This is an optimization exercise on Yosys and OpenROAD, whose aim is small area, a short achievable clock period and few clock cycles per item, not a production implementation. No run shown here included a check of the RTL's function; only the layout flow was run.

==> flow/design.v <==
module add32 (input [31:0] p0, input [31:0] g0, input ci, output [31:0] s, output co);
	wire g_0_1 = g0[0] | (p0[0] & ci);
	wire g_0_3 = g0[2] | (p0[2] & g0[1]);
	wire p_0_3 = p0[2] & p0[1];
	wire g_0_5 = g0[4] | (p0[4] & g0[3]);
	wire p_0_5 = p0[4] & p0[3];
	wire g_0_7 = g0[6] | (p0[6] & g0[5]);
	wire p_0_7 = p0[6] & p0[5];
	wire g_0_9 = g0[8] | (p0[8] & g0[7]);
	wire p_0_9 = p0[8] & p0[7];
	wire g_0_11 = g0[10] | (p0[10] & g0[9]);
	wire p_0_11 = p0[10] & p0[9];
	wire g_0_13 = g0[12] | (p0[12] & g0[11]);
	wire p_0_13 = p0[12] & p0[11];
	wire g_0_15 = g0[14] | (p0[14] & g0[13]);
	wire p_0_15 = p0[14] & p0[13];
	wire g_0_17 = g0[16] | (p0[16] & g0[15]);
	wire p_0_17 = p0[16] & p0[15];
	wire g_0_19 = g0[18] | (p0[18] & g0[17]);
	wire p_0_19 = p0[18] & p0[17];
	wire g_0_21 = g0[20] | (p0[20] & g0[19]);
	wire p_0_21 = p0[20] & p0[19];
	wire g_0_23 = g0[22] | (p0[22] & g0[21]);
	wire p_0_23 = p0[22] & p0[21];
	wire g_0_25 = g0[24] | (p0[24] & g0[23]);
	wire p_0_25 = p0[24] & p0[23];
	wire g_0_27 = g0[26] | (p0[26] & g0[25]);
	wire p_0_27 = p0[26] & p0[25];
	wire g_0_29 = g0[28] | (p0[28] & g0[27]);
	wire p_0_29 = p0[28] & p0[27];
	wire g_0_31 = g0[30] | (p0[30] & g0[29]);
	wire p_0_31 = p0[30] & p0[29];
	wire g_1_2 = g0[1] | (p0[1] & g_0_1);
	wire g_1_3 = g_0_3 | (p_0_3 & g_0_1);
	wire g_1_6 = g0[5] | (p0[5] & g_0_5);
	wire p_1_6 = p0[5] & p_0_5;
	wire g_1_7 = g_0_7 | (p_0_7 & g_0_5);
	wire p_1_7 = p_0_7 & p_0_5;
	wire g_1_10 = g0[9] | (p0[9] & g_0_9);
	wire p_1_10 = p0[9] & p_0_9;
	wire g_1_11 = g_0_11 | (p_0_11 & g_0_9);
	wire p_1_11 = p_0_11 & p_0_9;
	wire g_1_14 = g0[13] | (p0[13] & g_0_13);
	wire p_1_14 = p0[13] & p_0_13;
	wire g_1_15 = g_0_15 | (p_0_15 & g_0_13);
	wire p_1_15 = p_0_15 & p_0_13;
	wire g_1_18 = g0[17] | (p0[17] & g_0_17);
	wire p_1_18 = p0[17] & p_0_17;
	wire g_1_19 = g_0_19 | (p_0_19 & g_0_17);
	wire p_1_19 = p_0_19 & p_0_17;
	wire g_1_22 = g0[21] | (p0[21] & g_0_21);
	wire p_1_22 = p0[21] & p_0_21;
	wire g_1_23 = g_0_23 | (p_0_23 & g_0_21);
	wire p_1_23 = p_0_23 & p_0_21;
	wire g_1_26 = g0[25] | (p0[25] & g_0_25);
	wire p_1_26 = p0[25] & p_0_25;
	wire g_1_27 = g_0_27 | (p_0_27 & g_0_25);
	wire p_1_27 = p_0_27 & p_0_25;
	wire g_1_30 = g0[29] | (p0[29] & g_0_29);
	wire p_1_30 = p0[29] & p_0_29;
	wire g_1_31 = g_0_31 | (p_0_31 & g_0_29);
	wire p_1_31 = p_0_31 & p_0_29;
	wire g_2_4 = g0[3] | (p0[3] & g_1_3);
	wire g_2_5 = g_0_5 | (p_0_5 & g_1_3);
	wire g_2_6 = g_1_6 | (p_1_6 & g_1_3);
	wire g_2_7 = g_1_7 | (p_1_7 & g_1_3);
	wire g_2_12 = g0[11] | (p0[11] & g_1_11);
	wire p_2_12 = p0[11] & p_1_11;
	wire g_2_13 = g_0_13 | (p_0_13 & g_1_11);
	wire p_2_13 = p_0_13 & p_1_11;
	wire g_2_14 = g_1_14 | (p_1_14 & g_1_11);
	wire p_2_14 = p_1_14 & p_1_11;
	wire g_2_15 = g_1_15 | (p_1_15 & g_1_11);
	wire p_2_15 = p_1_15 & p_1_11;
	wire g_2_20 = g0[19] | (p0[19] & g_1_19);
	wire p_2_20 = p0[19] & p_1_19;
	wire g_2_21 = g_0_21 | (p_0_21 & g_1_19);
	wire p_2_21 = p_0_21 & p_1_19;
	wire g_2_22 = g_1_22 | (p_1_22 & g_1_19);
	wire p_2_22 = p_1_22 & p_1_19;
	wire g_2_23 = g_1_23 | (p_1_23 & g_1_19);
	wire p_2_23 = p_1_23 & p_1_19;
	wire g_2_28 = g0[27] | (p0[27] & g_1_27);
	wire p_2_28 = p0[27] & p_1_27;
	wire g_2_29 = g_0_29 | (p_0_29 & g_1_27);
	wire p_2_29 = p_0_29 & p_1_27;
	wire g_2_30 = g_1_30 | (p_1_30 & g_1_27);
	wire p_2_30 = p_1_30 & p_1_27;
	wire g_2_31 = g_1_31 | (p_1_31 & g_1_27);
	wire p_2_31 = p_1_31 & p_1_27;
	wire g_3_8 = g0[7] | (p0[7] & g_2_7);
	wire g_3_9 = g_0_9 | (p_0_9 & g_2_7);
	wire g_3_10 = g_1_10 | (p_1_10 & g_2_7);
	wire g_3_11 = g_1_11 | (p_1_11 & g_2_7);
	wire g_3_12 = g_2_12 | (p_2_12 & g_2_7);
	wire g_3_13 = g_2_13 | (p_2_13 & g_2_7);
	wire g_3_14 = g_2_14 | (p_2_14 & g_2_7);
	wire g_3_15 = g_2_15 | (p_2_15 & g_2_7);
	wire g_3_24 = g0[23] | (p0[23] & g_2_23);
	wire p_3_24 = p0[23] & p_2_23;
	wire g_3_25 = g_0_25 | (p_0_25 & g_2_23);
	wire p_3_25 = p_0_25 & p_2_23;
	wire g_3_26 = g_1_26 | (p_1_26 & g_2_23);
	wire p_3_26 = p_1_26 & p_2_23;
	wire g_3_27 = g_1_27 | (p_1_27 & g_2_23);
	wire p_3_27 = p_1_27 & p_2_23;
	wire g_3_28 = g_2_28 | (p_2_28 & g_2_23);
	wire p_3_28 = p_2_28 & p_2_23;
	wire g_3_29 = g_2_29 | (p_2_29 & g_2_23);
	wire p_3_29 = p_2_29 & p_2_23;
	wire g_3_30 = g_2_30 | (p_2_30 & g_2_23);
	wire p_3_30 = p_2_30 & p_2_23;
	wire g_3_31 = g_2_31 | (p_2_31 & g_2_23);
	wire p_3_31 = p_2_31 & p_2_23;
	wire g_4_16 = g0[15] | (p0[15] & g_3_15);
	wire g_4_17 = g_0_17 | (p_0_17 & g_3_15);
	wire g_4_18 = g_1_18 | (p_1_18 & g_3_15);
	wire g_4_19 = g_1_19 | (p_1_19 & g_3_15);
	wire g_4_20 = g_2_20 | (p_2_20 & g_3_15);
	wire g_4_21 = g_2_21 | (p_2_21 & g_3_15);
	wire g_4_22 = g_2_22 | (p_2_22 & g_3_15);
	wire g_4_23 = g_2_23 | (p_2_23 & g_3_15);
	wire g_4_24 = g_3_24 | (p_3_24 & g_3_15);
	wire g_4_25 = g_3_25 | (p_3_25 & g_3_15);
	wire g_4_26 = g_3_26 | (p_3_26 & g_3_15);
	wire g_4_27 = g_3_27 | (p_3_27 & g_3_15);
	wire g_4_28 = g_3_28 | (p_3_28 & g_3_15);
	wire g_4_29 = g_3_29 | (p_3_29 & g_3_15);
	wire g_4_30 = g_3_30 | (p_3_30 & g_3_15);
	wire g_4_31 = g_3_31 | (p_3_31 & g_3_15);
	wire g_5_32 = g0[31] | (p0[31] & g_4_31);
	assign s[0] = p0[0] ^ ci;
	assign s[1] = p0[1] ^ g_0_1;
	assign s[2] = p0[2] ^ g_1_2;
	assign s[3] = p0[3] ^ g_1_3;
	assign s[4] = p0[4] ^ g_2_4;
	assign s[5] = p0[5] ^ g_2_5;
	assign s[6] = p0[6] ^ g_2_6;
	assign s[7] = p0[7] ^ g_2_7;
	assign s[8] = p0[8] ^ g_3_8;
	assign s[9] = p0[9] ^ g_3_9;
	assign s[10] = p0[10] ^ g_3_10;
	assign s[11] = p0[11] ^ g_3_11;
	assign s[12] = p0[12] ^ g_3_12;
	assign s[13] = p0[13] ^ g_3_13;
	assign s[14] = p0[14] ^ g_3_14;
	assign s[15] = p0[15] ^ g_3_15;
	assign s[16] = p0[16] ^ g_4_16;
	assign s[17] = p0[17] ^ g_4_17;
	assign s[18] = p0[18] ^ g_4_18;
	assign s[19] = p0[19] ^ g_4_19;
	assign s[20] = p0[20] ^ g_4_20;
	assign s[21] = p0[21] ^ g_4_21;
	assign s[22] = p0[22] ^ g_4_22;
	assign s[23] = p0[23] ^ g_4_23;
	assign s[24] = p0[24] ^ g_4_24;
	assign s[25] = p0[25] ^ g_4_25;
	assign s[26] = p0[26] ^ g_4_26;
	assign s[27] = p0[27] ^ g_4_27;
	assign s[28] = p0[28] ^ g_4_28;
	assign s[29] = p0[29] ^ g_4_29;
	assign s[30] = p0[30] ^ g_4_30;
	assign s[31] = p0[31] ^ g_4_31;
	assign co = g_5_32;
endmodule
module div_step (
	input [31:0] r,
	input x,
	input [31:0] b,
	output [31:0] ro
);
	wire [31:0] t = {r[30:0], x};
	wire [31:0] d;
	wire nb;
	stepsub32 sub (.a(t), .b(b), .ci(1'b1), .s(d), .co(nb));
	assign ro = (r[31] | nb) ? d : t;
endmodule
module stepsub32 (input [31:0] a, input [31:0] b, input ci, output [31:0] s, output co);
	wire [31:0] bx = ~b;
	wire [31:0] p0 = a ^ bx;
	wire [31:0] g0 = a & bx;
	wire g_0_1 = g0[0] | (p0[0] & ci);
	wire g_0_2 = g0[1] | (p0[1] & g0[0]);
	wire p_0_2 = p0[1] & p0[0];
	wire g_0_3 = g0[2] | (p0[2] & g0[1]);
	wire p_0_3 = p0[2] & p0[1];
	wire g_0_4 = g0[3] | (p0[3] & g0[2]);
	wire p_0_4 = p0[3] & p0[2];
	wire g_0_5 = g0[4] | (p0[4] & g0[3]);
	wire p_0_5 = p0[4] & p0[3];
	wire g_0_6 = g0[5] | (p0[5] & g0[4]);
	wire p_0_6 = p0[5] & p0[4];
	wire g_0_7 = g0[6] | (p0[6] & g0[5]);
	wire p_0_7 = p0[6] & p0[5];
	wire g_0_8 = g0[7] | (p0[7] & g0[6]);
	wire p_0_8 = p0[7] & p0[6];
	wire g_0_9 = g0[8] | (p0[8] & g0[7]);
	wire p_0_9 = p0[8] & p0[7];
	wire g_0_10 = g0[9] | (p0[9] & g0[8]);
	wire p_0_10 = p0[9] & p0[8];
	wire g_0_11 = g0[10] | (p0[10] & g0[9]);
	wire p_0_11 = p0[10] & p0[9];
	wire g_0_12 = g0[11] | (p0[11] & g0[10]);
	wire p_0_12 = p0[11] & p0[10];
	wire g_0_13 = g0[12] | (p0[12] & g0[11]);
	wire p_0_13 = p0[12] & p0[11];
	wire g_0_14 = g0[13] | (p0[13] & g0[12]);
	wire p_0_14 = p0[13] & p0[12];
	wire g_0_15 = g0[14] | (p0[14] & g0[13]);
	wire p_0_15 = p0[14] & p0[13];
	wire g_0_16 = g0[15] | (p0[15] & g0[14]);
	wire p_0_16 = p0[15] & p0[14];
	wire g_0_17 = g0[16] | (p0[16] & g0[15]);
	wire p_0_17 = p0[16] & p0[15];
	wire g_0_18 = g0[17] | (p0[17] & g0[16]);
	wire p_0_18 = p0[17] & p0[16];
	wire g_0_19 = g0[18] | (p0[18] & g0[17]);
	wire p_0_19 = p0[18] & p0[17];
	wire g_0_20 = g0[19] | (p0[19] & g0[18]);
	wire p_0_20 = p0[19] & p0[18];
	wire g_0_21 = g0[20] | (p0[20] & g0[19]);
	wire p_0_21 = p0[20] & p0[19];
	wire g_0_22 = g0[21] | (p0[21] & g0[20]);
	wire p_0_22 = p0[21] & p0[20];
	wire g_0_23 = g0[22] | (p0[22] & g0[21]);
	wire p_0_23 = p0[22] & p0[21];
	wire g_0_24 = g0[23] | (p0[23] & g0[22]);
	wire p_0_24 = p0[23] & p0[22];
	wire g_0_25 = g0[24] | (p0[24] & g0[23]);
	wire p_0_25 = p0[24] & p0[23];
	wire g_0_26 = g0[25] | (p0[25] & g0[24]);
	wire p_0_26 = p0[25] & p0[24];
	wire g_0_27 = g0[26] | (p0[26] & g0[25]);
	wire p_0_27 = p0[26] & p0[25];
	wire g_0_28 = g0[27] | (p0[27] & g0[26]);
	wire p_0_28 = p0[27] & p0[26];
	wire g_0_29 = g0[28] | (p0[28] & g0[27]);
	wire p_0_29 = p0[28] & p0[27];
	wire g_0_30 = g0[29] | (p0[29] & g0[28]);
	wire p_0_30 = p0[29] & p0[28];
	wire g_0_31 = g0[30] | (p0[30] & g0[29]);
	wire p_0_31 = p0[30] & p0[29];
	wire g_0_32 = g0[31] | (p0[31] & g0[30]);
	wire p_0_32 = p0[31] & p0[30];
	wire g_1_2 = g_0_2 | (p_0_2 & ci);
	wire g_1_3 = g_0_3 | (p_0_3 & g_0_1);
	wire g_1_4 = g_0_4 | (p_0_4 & g_0_2);
	wire p_1_4 = p_0_4 & p_0_2;
	wire g_1_5 = g_0_5 | (p_0_5 & g_0_3);
	wire p_1_5 = p_0_5 & p_0_3;
	wire g_1_6 = g_0_6 | (p_0_6 & g_0_4);
	wire p_1_6 = p_0_6 & p_0_4;
	wire g_1_7 = g_0_7 | (p_0_7 & g_0_5);
	wire p_1_7 = p_0_7 & p_0_5;
	wire g_1_8 = g_0_8 | (p_0_8 & g_0_6);
	wire p_1_8 = p_0_8 & p_0_6;
	wire g_1_9 = g_0_9 | (p_0_9 & g_0_7);
	wire p_1_9 = p_0_9 & p_0_7;
	wire g_1_10 = g_0_10 | (p_0_10 & g_0_8);
	wire p_1_10 = p_0_10 & p_0_8;
	wire g_1_11 = g_0_11 | (p_0_11 & g_0_9);
	wire p_1_11 = p_0_11 & p_0_9;
	wire g_1_12 = g_0_12 | (p_0_12 & g_0_10);
	wire p_1_12 = p_0_12 & p_0_10;
	wire g_1_13 = g_0_13 | (p_0_13 & g_0_11);
	wire p_1_13 = p_0_13 & p_0_11;
	wire g_1_14 = g_0_14 | (p_0_14 & g_0_12);
	wire p_1_14 = p_0_14 & p_0_12;
	wire g_1_15 = g_0_15 | (p_0_15 & g_0_13);
	wire p_1_15 = p_0_15 & p_0_13;
	wire g_1_16 = g_0_16 | (p_0_16 & g_0_14);
	wire p_1_16 = p_0_16 & p_0_14;
	wire g_1_17 = g_0_17 | (p_0_17 & g_0_15);
	wire p_1_17 = p_0_17 & p_0_15;
	wire g_1_18 = g_0_18 | (p_0_18 & g_0_16);
	wire p_1_18 = p_0_18 & p_0_16;
	wire g_1_19 = g_0_19 | (p_0_19 & g_0_17);
	wire p_1_19 = p_0_19 & p_0_17;
	wire g_1_20 = g_0_20 | (p_0_20 & g_0_18);
	wire p_1_20 = p_0_20 & p_0_18;
	wire g_1_21 = g_0_21 | (p_0_21 & g_0_19);
	wire p_1_21 = p_0_21 & p_0_19;
	wire g_1_22 = g_0_22 | (p_0_22 & g_0_20);
	wire p_1_22 = p_0_22 & p_0_20;
	wire g_1_23 = g_0_23 | (p_0_23 & g_0_21);
	wire p_1_23 = p_0_23 & p_0_21;
	wire g_1_24 = g_0_24 | (p_0_24 & g_0_22);
	wire p_1_24 = p_0_24 & p_0_22;
	wire g_1_25 = g_0_25 | (p_0_25 & g_0_23);
	wire p_1_25 = p_0_25 & p_0_23;
	wire g_1_26 = g_0_26 | (p_0_26 & g_0_24);
	wire p_1_26 = p_0_26 & p_0_24;
	wire g_1_27 = g_0_27 | (p_0_27 & g_0_25);
	wire p_1_27 = p_0_27 & p_0_25;
	wire g_1_28 = g_0_28 | (p_0_28 & g_0_26);
	wire p_1_28 = p_0_28 & p_0_26;
	wire g_1_29 = g_0_29 | (p_0_29 & g_0_27);
	wire p_1_29 = p_0_29 & p_0_27;
	wire g_1_30 = g_0_30 | (p_0_30 & g_0_28);
	wire p_1_30 = p_0_30 & p_0_28;
	wire g_1_31 = g_0_31 | (p_0_31 & g_0_29);
	wire p_1_31 = p_0_31 & p_0_29;
	wire g_1_32 = g_0_32 | (p_0_32 & g_0_30);
	wire p_1_32 = p_0_32 & p_0_30;
	wire g_2_4 = g_1_4 | (p_1_4 & ci);
	wire g_2_5 = g_1_5 | (p_1_5 & g_0_1);
	wire g_2_6 = g_1_6 | (p_1_6 & g_1_2);
	wire g_2_7 = g_1_7 | (p_1_7 & g_1_3);
	wire g_2_8 = g_1_8 | (p_1_8 & g_1_4);
	wire p_2_8 = p_1_8 & p_1_4;
	wire g_2_9 = g_1_9 | (p_1_9 & g_1_5);
	wire p_2_9 = p_1_9 & p_1_5;
	wire g_2_10 = g_1_10 | (p_1_10 & g_1_6);
	wire p_2_10 = p_1_10 & p_1_6;
	wire g_2_11 = g_1_11 | (p_1_11 & g_1_7);
	wire p_2_11 = p_1_11 & p_1_7;
	wire g_2_12 = g_1_12 | (p_1_12 & g_1_8);
	wire p_2_12 = p_1_12 & p_1_8;
	wire g_2_13 = g_1_13 | (p_1_13 & g_1_9);
	wire p_2_13 = p_1_13 & p_1_9;
	wire g_2_14 = g_1_14 | (p_1_14 & g_1_10);
	wire p_2_14 = p_1_14 & p_1_10;
	wire g_2_15 = g_1_15 | (p_1_15 & g_1_11);
	wire p_2_15 = p_1_15 & p_1_11;
	wire g_2_16 = g_1_16 | (p_1_16 & g_1_12);
	wire p_2_16 = p_1_16 & p_1_12;
	wire g_2_17 = g_1_17 | (p_1_17 & g_1_13);
	wire p_2_17 = p_1_17 & p_1_13;
	wire g_2_18 = g_1_18 | (p_1_18 & g_1_14);
	wire p_2_18 = p_1_18 & p_1_14;
	wire g_2_19 = g_1_19 | (p_1_19 & g_1_15);
	wire p_2_19 = p_1_19 & p_1_15;
	wire g_2_20 = g_1_20 | (p_1_20 & g_1_16);
	wire p_2_20 = p_1_20 & p_1_16;
	wire g_2_21 = g_1_21 | (p_1_21 & g_1_17);
	wire p_2_21 = p_1_21 & p_1_17;
	wire g_2_22 = g_1_22 | (p_1_22 & g_1_18);
	wire p_2_22 = p_1_22 & p_1_18;
	wire g_2_23 = g_1_23 | (p_1_23 & g_1_19);
	wire p_2_23 = p_1_23 & p_1_19;
	wire g_2_24 = g_1_24 | (p_1_24 & g_1_20);
	wire p_2_24 = p_1_24 & p_1_20;
	wire g_2_25 = g_1_25 | (p_1_25 & g_1_21);
	wire p_2_25 = p_1_25 & p_1_21;
	wire g_2_26 = g_1_26 | (p_1_26 & g_1_22);
	wire p_2_26 = p_1_26 & p_1_22;
	wire g_2_27 = g_1_27 | (p_1_27 & g_1_23);
	wire p_2_27 = p_1_27 & p_1_23;
	wire g_2_28 = g_1_28 | (p_1_28 & g_1_24);
	wire p_2_28 = p_1_28 & p_1_24;
	wire g_2_29 = g_1_29 | (p_1_29 & g_1_25);
	wire p_2_29 = p_1_29 & p_1_25;
	wire g_2_30 = g_1_30 | (p_1_30 & g_1_26);
	wire p_2_30 = p_1_30 & p_1_26;
	wire g_2_31 = g_1_31 | (p_1_31 & g_1_27);
	wire p_2_31 = p_1_31 & p_1_27;
	wire g_2_32 = g_1_32 | (p_1_32 & g_1_28);
	wire p_2_32 = p_1_32 & p_1_28;
	wire g_3_8 = g_2_8 | (p_2_8 & ci);
	wire g_3_9 = g_2_9 | (p_2_9 & g_0_1);
	wire g_3_10 = g_2_10 | (p_2_10 & g_1_2);
	wire g_3_11 = g_2_11 | (p_2_11 & g_1_3);
	wire g_3_12 = g_2_12 | (p_2_12 & g_2_4);
	wire g_3_13 = g_2_13 | (p_2_13 & g_2_5);
	wire g_3_14 = g_2_14 | (p_2_14 & g_2_6);
	wire g_3_15 = g_2_15 | (p_2_15 & g_2_7);
	wire g_3_16 = g_2_16 | (p_2_16 & g_2_8);
	wire p_3_16 = p_2_16 & p_2_8;
	wire g_3_17 = g_2_17 | (p_2_17 & g_2_9);
	wire p_3_17 = p_2_17 & p_2_9;
	wire g_3_18 = g_2_18 | (p_2_18 & g_2_10);
	wire p_3_18 = p_2_18 & p_2_10;
	wire g_3_19 = g_2_19 | (p_2_19 & g_2_11);
	wire p_3_19 = p_2_19 & p_2_11;
	wire g_3_20 = g_2_20 | (p_2_20 & g_2_12);
	wire p_3_20 = p_2_20 & p_2_12;
	wire g_3_21 = g_2_21 | (p_2_21 & g_2_13);
	wire p_3_21 = p_2_21 & p_2_13;
	wire g_3_22 = g_2_22 | (p_2_22 & g_2_14);
	wire p_3_22 = p_2_22 & p_2_14;
	wire g_3_23 = g_2_23 | (p_2_23 & g_2_15);
	wire p_3_23 = p_2_23 & p_2_15;
	wire g_3_24 = g_2_24 | (p_2_24 & g_2_16);
	wire p_3_24 = p_2_24 & p_2_16;
	wire g_3_25 = g_2_25 | (p_2_25 & g_2_17);
	wire p_3_25 = p_2_25 & p_2_17;
	wire g_3_26 = g_2_26 | (p_2_26 & g_2_18);
	wire p_3_26 = p_2_26 & p_2_18;
	wire g_3_27 = g_2_27 | (p_2_27 & g_2_19);
	wire p_3_27 = p_2_27 & p_2_19;
	wire g_3_28 = g_2_28 | (p_2_28 & g_2_20);
	wire p_3_28 = p_2_28 & p_2_20;
	wire g_3_29 = g_2_29 | (p_2_29 & g_2_21);
	wire p_3_29 = p_2_29 & p_2_21;
	wire g_3_30 = g_2_30 | (p_2_30 & g_2_22);
	wire p_3_30 = p_2_30 & p_2_22;
	wire g_3_31 = g_2_31 | (p_2_31 & g_2_23);
	wire p_3_31 = p_2_31 & p_2_23;
	wire g_3_32 = g_2_32 | (p_2_32 & g_2_24);
	wire p_3_32 = p_2_32 & p_2_24;
	wire g_4_16 = g_3_16 | (p_3_16 & ci);
	wire g_4_17 = g_3_17 | (p_3_17 & g_0_1);
	wire g_4_18 = g_3_18 | (p_3_18 & g_1_2);
	wire g_4_19 = g_3_19 | (p_3_19 & g_1_3);
	wire g_4_20 = g_3_20 | (p_3_20 & g_2_4);
	wire g_4_21 = g_3_21 | (p_3_21 & g_2_5);
	wire g_4_22 = g_3_22 | (p_3_22 & g_2_6);
	wire g_4_23 = g_3_23 | (p_3_23 & g_2_7);
	wire g_4_24 = g_3_24 | (p_3_24 & g_3_8);
	wire g_4_25 = g_3_25 | (p_3_25 & g_3_9);
	wire g_4_26 = g_3_26 | (p_3_26 & g_3_10);
	wire g_4_27 = g_3_27 | (p_3_27 & g_3_11);
	wire g_4_28 = g_3_28 | (p_3_28 & g_3_12);
	wire g_4_29 = g_3_29 | (p_3_29 & g_3_13);
	wire g_4_30 = g_3_30 | (p_3_30 & g_3_14);
	wire g_4_31 = g_3_31 | (p_3_31 & g_3_15);
	wire g_4_32 = g_3_32 | (p_3_32 & g_3_16);
	wire p_4_32 = p_3_32 & p_3_16;
	wire g_5_32 = g_4_32 | (p_4_32 & ci);
	assign s[0] = p0[0] ^ ci;
	assign s[1] = p0[1] ^ g_0_1;
	assign s[2] = p0[2] ^ g_1_2;
	assign s[3] = p0[3] ^ g_1_3;
	assign s[4] = p0[4] ^ g_2_4;
	assign s[5] = p0[5] ^ g_2_5;
	assign s[6] = p0[6] ^ g_2_6;
	assign s[7] = p0[7] ^ g_2_7;
	assign s[8] = p0[8] ^ g_3_8;
	assign s[9] = p0[9] ^ g_3_9;
	assign s[10] = p0[10] ^ g_3_10;
	assign s[11] = p0[11] ^ g_3_11;
	assign s[12] = p0[12] ^ g_3_12;
	assign s[13] = p0[13] ^ g_3_13;
	assign s[14] = p0[14] ^ g_3_14;
	assign s[15] = p0[15] ^ g_3_15;
	assign s[16] = p0[16] ^ g_4_16;
	assign s[17] = p0[17] ^ g_4_17;
	assign s[18] = p0[18] ^ g_4_18;
	assign s[19] = p0[19] ^ g_4_19;
	assign s[20] = p0[20] ^ g_4_20;
	assign s[21] = p0[21] ^ g_4_21;
	assign s[22] = p0[22] ^ g_4_22;
	assign s[23] = p0[23] ^ g_4_23;
	assign s[24] = p0[24] ^ g_4_24;
	assign s[25] = p0[25] ^ g_4_25;
	assign s[26] = p0[26] ^ g_4_26;
	assign s[27] = p0[27] ^ g_4_27;
	assign s[28] = p0[28] ^ g_4_28;
	assign s[29] = p0[29] ^ g_4_29;
	assign s[30] = p0[30] ^ g_4_30;
	assign s[31] = p0[31] ^ g_4_31;
	assign co = g_5_32;
endmodule
module mod #(parameter K = 3) (
	output [31:0] res,
	output reg done,
	input [31:0] ain,
	input [31:0] bin,
	input lt,
	input [31:0] diff,
	input start,
	input CLK,
	input reset
);
	localparam NG = (32 + K - 1) / K;	 
	localparam W  = NG * K;
	wire [W-1:0] a = {{(W-32){1'b0}}, ain};
	reg [31:0] p;		 
	reg [3:0] cnt;		 
	reg busy;
	reg [K-1:0] grp;	 
	reg [31:0] b_r;
	assign res = p;
	reg [4:0] ia, ib;
	integer i;
	always @(*) begin
		ia = 5'd0;
		ib = 5'd0;
		for (i = 0; i < 32; i = i + 1) begin
			if (ain[i]) ia = i;
			if (bin[i]) ib = i;
		end
	end
	wire bz = ~|bin;
	wire [4:0] s = ia - ib;
	wire [3:0] span = s / K;
	wire s0 = (s == 5'd0);
	wire fin = bz | lt | s0;
	reg [W-1:0] sh;
	always @(*) begin
		sh = a >> K;
		for (i = 0; i < 4; i = i + 1)
			if (span[i]) sh = sh >> (K << i);
	end
	wire [3:0] nidx = start ? span : cnt - 4'd1;
	reg [K-1:0] grp_n;
	always @(*) begin
		grp_n = {K{1'b0}};
		for (i = 0; i < NG; i = i + 1)
			if (nidx == i) grp_n = a[i*K +: K];
	end
	wire [32*K+31:0] q;
	assign q[31:0] = p;
	genvar j;
	generate
		for (j = 0; j < K; j = j + 1) begin : step
			div_step st (
				.r(q[32*j +: 32]),
				.x(grp[K-1-j]),
				.b(b_r),
				.ro(q[32*(j+1) +: 32])
			);
		end
	endgenerate
	always @(posedge CLK) begin
		if (reset) begin
			busy <= 1'b0;
			done <= 1'b0;
		end else if (start) begin
			busy <= ~fin;
			done <= fin;
		end else if (busy) begin
			busy <= |cnt;
			done <= ~|cnt;
		end
		b_r <= bin;
		grp <= grp_n;
		if (start) begin
			p <= (bz | lt) ? ain : s0 ? diff : sh[31:0];
			cnt <= span;
		end else if (busy) begin
			p <= q[32*K +: 32];
			cnt <= cnt - 4'd1;
		end
	end
endmodule
module alu (
	output reg [31:0] result,
	output cout,
	output done,
	input [31:0] ain,
	input [31:0] bin,
	input [2:0] alu_op,
	input
		cin,
		start,
		CLK,
		reset
);
	wire [31:0] sum, diff, rem;
	wire nb;
	wire lt = ~nb;
	wire [31:0] p = ain ^ bin;
	wire [31:0] g = ain & bin;
	add32 add1 (.p0(p), .g0(g), .ci(cin), .s(sum), .co(cout));
	add32 sub1 (.p0(~p), .g0(ain & p), .ci(1'b1), .s(diff), .co(nb));
	mod mod1 (
		.res(rem),
		.done(done),
		.ain(ain),
		.bin(bin),
		.lt(lt),
		.diff(diff),
		.start(start),
		.CLK(CLK),
		.reset(reset)
	);
	always @(*)
		case (alu_op)
			3'd0: result = g;
			3'd1: result = g | p;
			3'd2: result = p;
			3'd3: result = ~(g | p);
			3'd4: result = {31'b0, lt};
			3'd5: result = sum;
			3'd6: result = diff;
			default: result = rem;
		endcase
endmodule
==> flow/flow/run.sh <==
#!/bin/bash
export BUFFER_PORTS_ARGS="-buffer_cell sky130_fd_sc_hd__buf_1"
bash standard.sh > standard.log 2>&1
==> flow/standard.sh <==
#!/bin/bash
# synth_recipe.tcl (not shown) runs the flow's synth.tcl, then flattens the netlist and writes it again
# the make line also repeats each setting of config.mk as NAME=value (left out here)
make -C /OpenROAD-flow-scripts/flow DESIGN_CONFIG=/design/flow/config.mk WORK_HOME=/design/flow/orfs CLKGATE_MAP_FILE= SYNTH_SCRIPT=/design/flow/synth_recipe.tcl "${@:-finish}"
==> flow/config.mk <==
export PLATFORM = sky130hd
export DESIGN_NAME = alu
export DESIGN_NICKNAME = alu
export VERILOG_FILES = /design/flow/design.v
export SDC_FILE = /design/flow/constraint.sdc
export NUM_CORES = 4
export LEC_CHECK = 0
export ABC_AREA = 1
export CAP_MARGIN = 20
export CORE_MARGIN = 2
export CORE_UTILIZATION = 60
export CTS_BUF_LIST = sky130_fd_sc_hd__clkbuf_8
export SETUP_SLACK_MARGIN = 3.0
export SLEW_MARGIN = 20
export TNS_END_PERCENT = 10
==> flow/constraint.sdc <==
create_clock -name core_clock -period 11.0 [get_ports {CLK}]
set_input_delay 2.2000 -clock core_clock [delete_from_list [all_inputs] [get_ports {CLK}]]
set_output_delay 2.2000 -clock core_clock [all_outputs]
set_load 0.01 [all_outputs]
==> flow_metrics.tcl, run 1 <==
set metrics [dict create \
    status "no timing/DRC/antenna violations" \
    start_util 0.615 \
    slew_headroom 0.233 \
    routed_wl_mm 65.5 \
    core-area_um2 25300 \
    worst-path-buf-inv 4 \
    worstHoldPathCells 2 \
    setup_viol 0 \
    post_synth.cell_area_avg_um2 6.06 \
    first_pass_iters 12 \
    dieArea_um2 27300 \
    synthesis.instances 2573 \
    synth.top_cell.area_share 0.164 \
    hold_violations 0 \
    cts_made_buffers 9 \
    synth-async-reset-ratio 0 \
    viasPerCell 6.53 \
    ios 105 \
    place_congestion 1.09 \
    cts.sinks 73 \
    tritoncts "done" \
    rows 58 \
    worst-r2r-cell-count 43 \
    io_buffers 104 \
    hold_start "mod1.done" \
    min_period_ns 7.91 \
    worstReg2RegEnd "mod1.p[13]" \
    via_count 19600 \
    fin_tns_setup_ns 0 \
    synth_seq_cells 73 \
    max-cap-violations 0 \
    grt_pass1_wl_mm 95.7 \
    cp.arrival_ns 5.71 \
    end_kind "primary output" \
    cts.htree.levels 3 \
    fillerInstances 2350 \
    clk_pin_slew_ns 0.12 \
    synth_top_cell_by_area "nand2_1" \
    ys.flop_type "dfxtp_1" \
    fin_crit_sh 0.719 \
    synth_warnings 2 \
    finClkSkew_ns 0.0355 \
    synth_nets 2837 \
    worst_setup_path_start_kind "primary input" \
    drv_slew 0 \
    post_drt_wl_per_cell_um 21.8 \
    fmax_mhz 126 \
    crit_path_max_incr_delay_ns 0.41 \
    first_global_vias 17800 \
    worstSetupPathType "primary input to primary output" \
    crit_family "simple AND/OR/NAND/NOR gates" \
    min_path_type "flip-flop to flip-flop" \
    worst_slew_pin_slew_ns 1.15 \
    synth-seq-area-share 0.117 \
    overflow 0 \
    instances_no_fill 3006 \
    crit_path_start "ain[1]" \
    ant_nets 0 \
    slowest_stage "fa_1" \
    post-place-cells 2944 \
    synth_area_um2 15600 \
    place_ws_ns 1.92 \
    synth_cell_types 71 \
    worst_slack_ns 3.09 \
    path_cells "clkbuf_4 -> inv_1 -> ha_1 -> nand2_1 -> nand2_1 -> a21oi_2 -> o21ai_1 -> nand2_1 -> a21oi_1 -> nor2_1 -> inv_1 -> a31o_2 -> nand3_2 -> nand2_4 -> nand2_1 -> nand2_1 -> nand2_1 -> nand2_1 -> fa_1 -> nand2_1 -> o21ai_0 -> a21oi_1 -> nand3_1 -> buf_1" \
    r2r-start "mod1.p[5]" \
    dieWidth_um 165 \
    synthTopCellsByArea "nand2_1 16%, ha_1 15%, inv_1 8.2%, edfxtp_1 6.9%, a21oi_1 6.9%" \
    drc 0 \
    clk_latency_ns 0.38 \
    die_y_um 165 \
    num-nets-final 2933 \
    cts_buffer_depth 2 \
    antenna_found_initial 2 \
    syn_to_final_growth_pct 10.9 \
    grt.total_usage 0.457 \
    whs_endpoint "mod1.done" \
    reg2reg_slack_ns 3.13 \
    drtIter0Drc 2816 \
    crit_fanout 7 \
    drive_above_1_share 0.0935 \
    hpwl_mm 48.7 \
    synth_edf_count 36 \
    path_common_cell "nand2_1" \
    root_buffer "clkbuf_8" \
    rsz0062_at_grt "yes" \
    grt_max_degree 54 \
    crit_cells 24 \
    required_ns 8.80 \
]
worst register-to-register path, delay by kind of cell, from the launching register on:
kind                       cells  cell delay, ns
AOI/OAI and AO/OA             18            3.05
adders and majority gates      3            1.08
buffers and inverters          6            0.83
DFF                            1            0.54
and+or+nand+nor               16            2.10
placed cells by master, fill, tap and decap left out, types with 7 or more instances in the layout:
cell and instances:
ha_4 11, inv_2 17, nand2_4 9, nand2_2 10
nand3_2 9, dfxtp_1 36, a31oi_1 9, o22ai_1 37
nand4_1 41, o21ai_1 53, a21oi_2 15, nand3_1 170
o211ai_2 7, clkbuf_8 10, xnor2_1 25, nor4_1 9
inv_1 336, o21ai_0 149, o211ai_1 40, o21ai_2 21
o2111ai_1 8, nor3_1 23, buf_4 39, ha_1 169
nand2_1 674, nand2_8 8, a211oi_1 7, o21bai_1 11
or2_2 18, edfxtp_1 36, a21oi_1 200, buf_1 94
nor2_1 159, xor2_1 75
metrics by stage:
stage | hold slack [ns] | util | area [µm²]
global route | 0.528 | 0.682 | 17300
floorplan | 0.477 | - | 15600
detailed placement | 0.472 | 0.634 | 16100
CTS | 0.489 | 0.651 | 16500
global placement | 0.453 | 0.634 | 16100
finish | 0.484 | 0.682 | 17300
cell usage after synthesis, drive strengths merged (5+ instances only):
cell type / number
o22ai: 37
fa: 7
nor2: 168
xor2: 76
a21boi: 6
o31ai: 5
nand2: 692
ha: 186
o21bai: 13
a211oi: 9
nor4: 11
nand4: 41
a221oi: 5
a31oi: 12
inv: 358
o211ai: 47
o2111ai: 8
xnor2: 25
nand3b: 5
a21oi: 218
nor3: 25
dfxtp: 37
o21a: 6
o21ai: 226
o221ai: 5
clkbuf: 38
buf: 36
edfxtp: 36
nand3: 182
or2: 24
routing by layer:
layer  track usage  vias up  wire [µm]
met3         0.103      364       9290
met2         0.701     1588      27600
met5             0        -         12
met1         0.585     8802      23900
li1              -     8872          -
met4         0.274        2       4670
flip-flops by register name (all words and copies together) (netlist names):
name,count
mod1.done,1
mod1.busy,1
mod1.b_r,32
mod1.grp,3
mod1.cnt,4
mod1.p,32
kinds of logic (layout without fill, tap and decap cells):
kind of cell / after synthesis / after routing / synth area share
AO/OA/AOI/OAI: 619 / 619 / 0.235
XOR/XNOR: 101 / 101 / 0.0568
adder cells (fa/ha/maj): 193 / 193 / 0.158
buffers and inverters: 434 / 525 / 0.114
flip-flops: 73 / 73 / 0.117
multiplexers: 4 / 4 / 0.00265
other: 0 / 2 / 0
AND/OR/NAND/NOR: 1149 / 1159 / 0.317
worst max path at each step:
stage	to	slack (ns)
finish	result[31]	3.09
detailed placement	mod1.p[24]	1.92
global route	mod1.p[11]	2.90
floorplan	result[31]	3.93
global placement	mod1.p[2]	2.06
CTS	result[31]	2.97
cell type report:
class / instances / area (µm²) / area share
multi-input combinational: 2076 / 12600 / 0.732
sequential: 73 / 1820 / 0.105
inverter: 360 / 1380 / 0.0800
timing repair buffer: 148 / 795 / 0.0460
tap: 330 / 413 / 0.0239
clock buffer: 10 / 138 / 0.00796
clock inverter: 6 / 72.6 / 0.00420
timing repair inverter: 1 / 7.51 / 0.000434
antenna: 2 / 5.00 / 0.000290
what timing repair did:
item / in CTS / in global routing
setup buffers: 3 / 29
hold buffers: 0 / 0
endpoints found under the setup margin: 45 / 50
pin swaps: 3 / 20
endpoints found under the hold margin: 0 / 0
gates resized for setup: 40 / 112
cloned: 5 / 7
==> run 2, diff against run 1 <==
--- a/flow/design.v
+++ b/flow/design.v
@@ -451,7 +451,7 @@
 	assign s[31] = p0[31] ^ g_4_31;
 	assign co = g_5_32;
 endmodule
-module mod #(parameter K = 3) (
+module mod #(parameter K = 2) (
 	output [31:0] res,
 	output reg done,
 	input [31:0] ain,
--- a/flow/config.mk
+++ b/flow/config.mk
@@ -10,6 +10,6 @@
 export CORE_MARGIN = 2
 export CORE_UTILIZATION = 60
 export CTS_BUF_LIST = sky130_fd_sc_hd__clkbuf_8
-export SETUP_SLACK_MARGIN = 3.0
+export SETUP_SLACK_MARGIN = 3.3
 export SLEW_MARGIN = 20
 export TNS_END_PERCENT = 10
==> run 2 against run 1 <==
Net effect: cell count down 12%; area after synthesis decreased by 13%; worst hold slack better by 0.026 ns; die area fell by 12%; clock skew is 0.0040 ns lower; critical path type unchanged; highest routed layer is now met4.
==> flow_metrics.tcl, run 2 <==
set metrics [dict create \
    status "no timing/DRC/antenna violations" \
    rsz0062_at_grt "yes" \
    root_buffer "clkbuf_8" \
    overflow 0 \
    viasPerCell 6.42 \
    antenna_found_initial 1 \
    place_congestion 1.08 \
    slew_headroom 0.195 \
    fin_crit_sh 0.702 \
    routed_wl_mm 55.2 \
    cts_made_buffers 9 \
    post_synth.cell_area_avg_um2 5.96 \
    setup_viol 0 \
    fmax_mhz 129 \
    post_drt_wl_per_cell_um 20.9 \
    synth_edf_count 36 \
    dieWidth_um 155 \
    die_y_um 155 \
    grt_max_degree 60 \
    min_path_type "flip-flop to flip-flop" \
    synth_seq_cells 72 \
    rows 55 \
    synth_area_um2 13600 \
    end_kind "primary output" \
    first_global_vias 15300 \
    path_cells "buf_2 -> inv_1 -> ha_1 -> a21oi_2 -> o31ai_2 -> a221oi_2 -> o31ai_4 -> buf_4 -> nand2_1 -> nand2_1 -> nand3_1 -> o311ai_2 -> fa_1 -> a21oi_1 -> a41oi_1 -> buf_1" \
    clk_pin_slew_ns 0.10 \
    grt.total_usage 0.448 \
    ios 105 \
    io_buffers 104 \
    synth-async-reset-ratio 0 \
    synthTopCellsByCount "579 x nand2_1, 331 x inv_1, 198 x o21ai_0" \
    design_area_um2 14600 \
    fin_tns_setup_ns 0 \
    path_common_cell "nand2_1" \
    synth-seq-area-share 0.132 \
    num_antenna_cells 0 \
    synth_top_cell_by_area "nand2_1" \
    drc 0 \
    cts_buffer_depth 2 \
    via_count 16900 \
    cp.arrival_ns 5.52 \
    synth.top_cell.area_share 0.160 \
    finClkSkew_ns 0.0315 \
    ant_nets 0 \
    clk_latency_ns 0.39 \
    synth_warnings 2 \
    drive_above_1_share 0.0569 \
    worst_setup_path_start_kind "primary input" \
    largestRegisters "mod1.b_r: 32 flops, mod1.p: 32 flops, mod1.cnt: 4 flops" \
    drv_slew 0 \
    hold_violations 0 \
    place_area_um2 14200 \
    worst_slew_pin_slew_ns 1.20 \
    slowest_stage "fa_1" \
    whs_ns 0.510 \
    grt_pass1_wl_mm 83.8 \
    synthesis.instances 2284 \
    max-cap-violations 0 \
    required_ns 8.80 \
    core-area_um2 22400 \
    worstSetupPathType "primary input to primary output" \
    crit_path_max_incr_delay_ns 0.56 \
    synth_nets 2513 \
    tritoncts "done" \
    ys.flop_type "edfxtp_1" \
    start_util 0.607 \
    syn_to_final_growth_pct 7.03 \
    synth.most_common_cell "nand2_1" \
    utilization 0.650 \
    crit_fanout 9 \
    dieArea_um2 23900 \
    layout_common_cells "576 x nand2_1, 326 x inv_1, 196 x o21ai_0" \
    cts_hold_buf 0 \
    min_period_ns 7.72 \
    cts.htree.levels 3 \
    drtIter0Drc 2423 \
    final_common_cell "nand2_1" \
    cts.sinks 72 \
    first_pass_iters 6 \
    hpwl_mm 43.5 \
    synth_cell_types 62 \
    synthTopCellsByArea "nand2_1 16%, ha_1 14%, inv_1 9.1%, edfxtp_1 7.9%, o21ai_0 7.3%" \
    num-nets-final 2578 \
]
run 2: cell types whose count changed after synthesis, sizes merged, moves of 15 or more:
cell,previous run,this run
nand2,692,585
o211ai,47,32
a21oi,218,181
xor2,76,45
ha,186,151
inv,358,335
run 2: critical path: cells and delay by family:
kind                     cells  cell delay (ns)
AO/OA/AOI/OAI                7             1.24
adder cells (fa/ha/maj)      2             1.02
buffers and inverters        4             0.71
AND/OR/NAND/NOR              3             0.36
run 2: cell type report:
class                           count  area (µm²)
Clock inverter                      6        28.8
Multi-Input combinational cell   1798       10400
Inverter                          338        1280
Fill cell                        2205        7860
Tap cell                          285         357
Timing Repair inverter              1        5.00
Timing Repair Buffer              129         606
Clock buffer                       10         138
Sequential cell                    72        1800
run 2: final timing paths:
check	to	slack, ns	start	depth (start not counted)
worst max-delay path	result[31]	3.28	ain[8]	16
worst min-delay path	mod1.done	0.51	mod1.done	2
worst max register to register	mod1.p[31]	4.36	mod1.p[6]	30
worst min register to register	mod1.done	0.51	mod1.done	2
run 2: cell families (layout without fill, tap and decap cells):
family	count (synthesis)	after routing	share of synthesized area
and+or+nand+nor	1005	1005	0.313
AOI/OAI and AO/OA	561	561	0.241
buffers and inverters	414	484	0.117
adders and majority gates	158	158	0.149
DFF	72	72	0.132
xor gates and xnor gates	70	70	0.0450
muxes	4	4	0.00294
run 2: timing repair:
item,CTS,global route
gates resized for setup,17,42
pin swaps,3,9
setup endpoints to repair,50,58
setup buffers,4,5
cloned,1,0
run 2: layer usage:
metal | GRT usage | share of wire | wire, µm
met3 | 0.107 | 0.14 | 7560
met5 | 0 | 0 | 0
met2 | 0.657 | 0.41 | 22500
met4 | 0.217 | 0.056 | 3070
met1 | 0.616 | 0.40 | 22100
run 2: through the flow:
stage               cells  worst slack [ns]
floorplan            2284              4.10
global placement     2613              2.56
detailed placement   2613              2.38
CTS                  2634              3.24
global route         2639              3.14
finish               2639              3.28

-- what the ideal ports hide --
The flow's constraints put no driver on any port. The routed layouts listed below were extracted and timed again, unchanged, in two steps.
Step 1 assumes that a clkbuf_16 drives the clock port and a buf_2 every other input.
Step 2, shift: input delay + t, output delay - t, t = (earliest + latest rising clock arrival at the registers) / 2. This alone moves slack from input paths to output paths.
a / b / c = no drivers / after step 1 / after step 2; a / b = the first two.
| run | t, ns | setup WS [ns] | worst hold slack (ns) | worst setup path at the end | clock arrival spread, ns |
|---|---|---|---|---|---|
| run 1 | 0.416 | 3.091 / 3.064 / 3.010 | 0.484 / 0.484 / 0.484 | input to register | 0.035 / 0.035 |
| run 2 | 0.420 | 3.275 / 3.251 / 3.251 | 0.510 / 0.510 / 0.510 | input to output | 0.031 / 0.031 |
After both steps setup and hold are still met in every run listed. For run 1, which loses most, drivers alone change the setup slack by -0.027 ns; drivers and shift together by -0.081 ns.
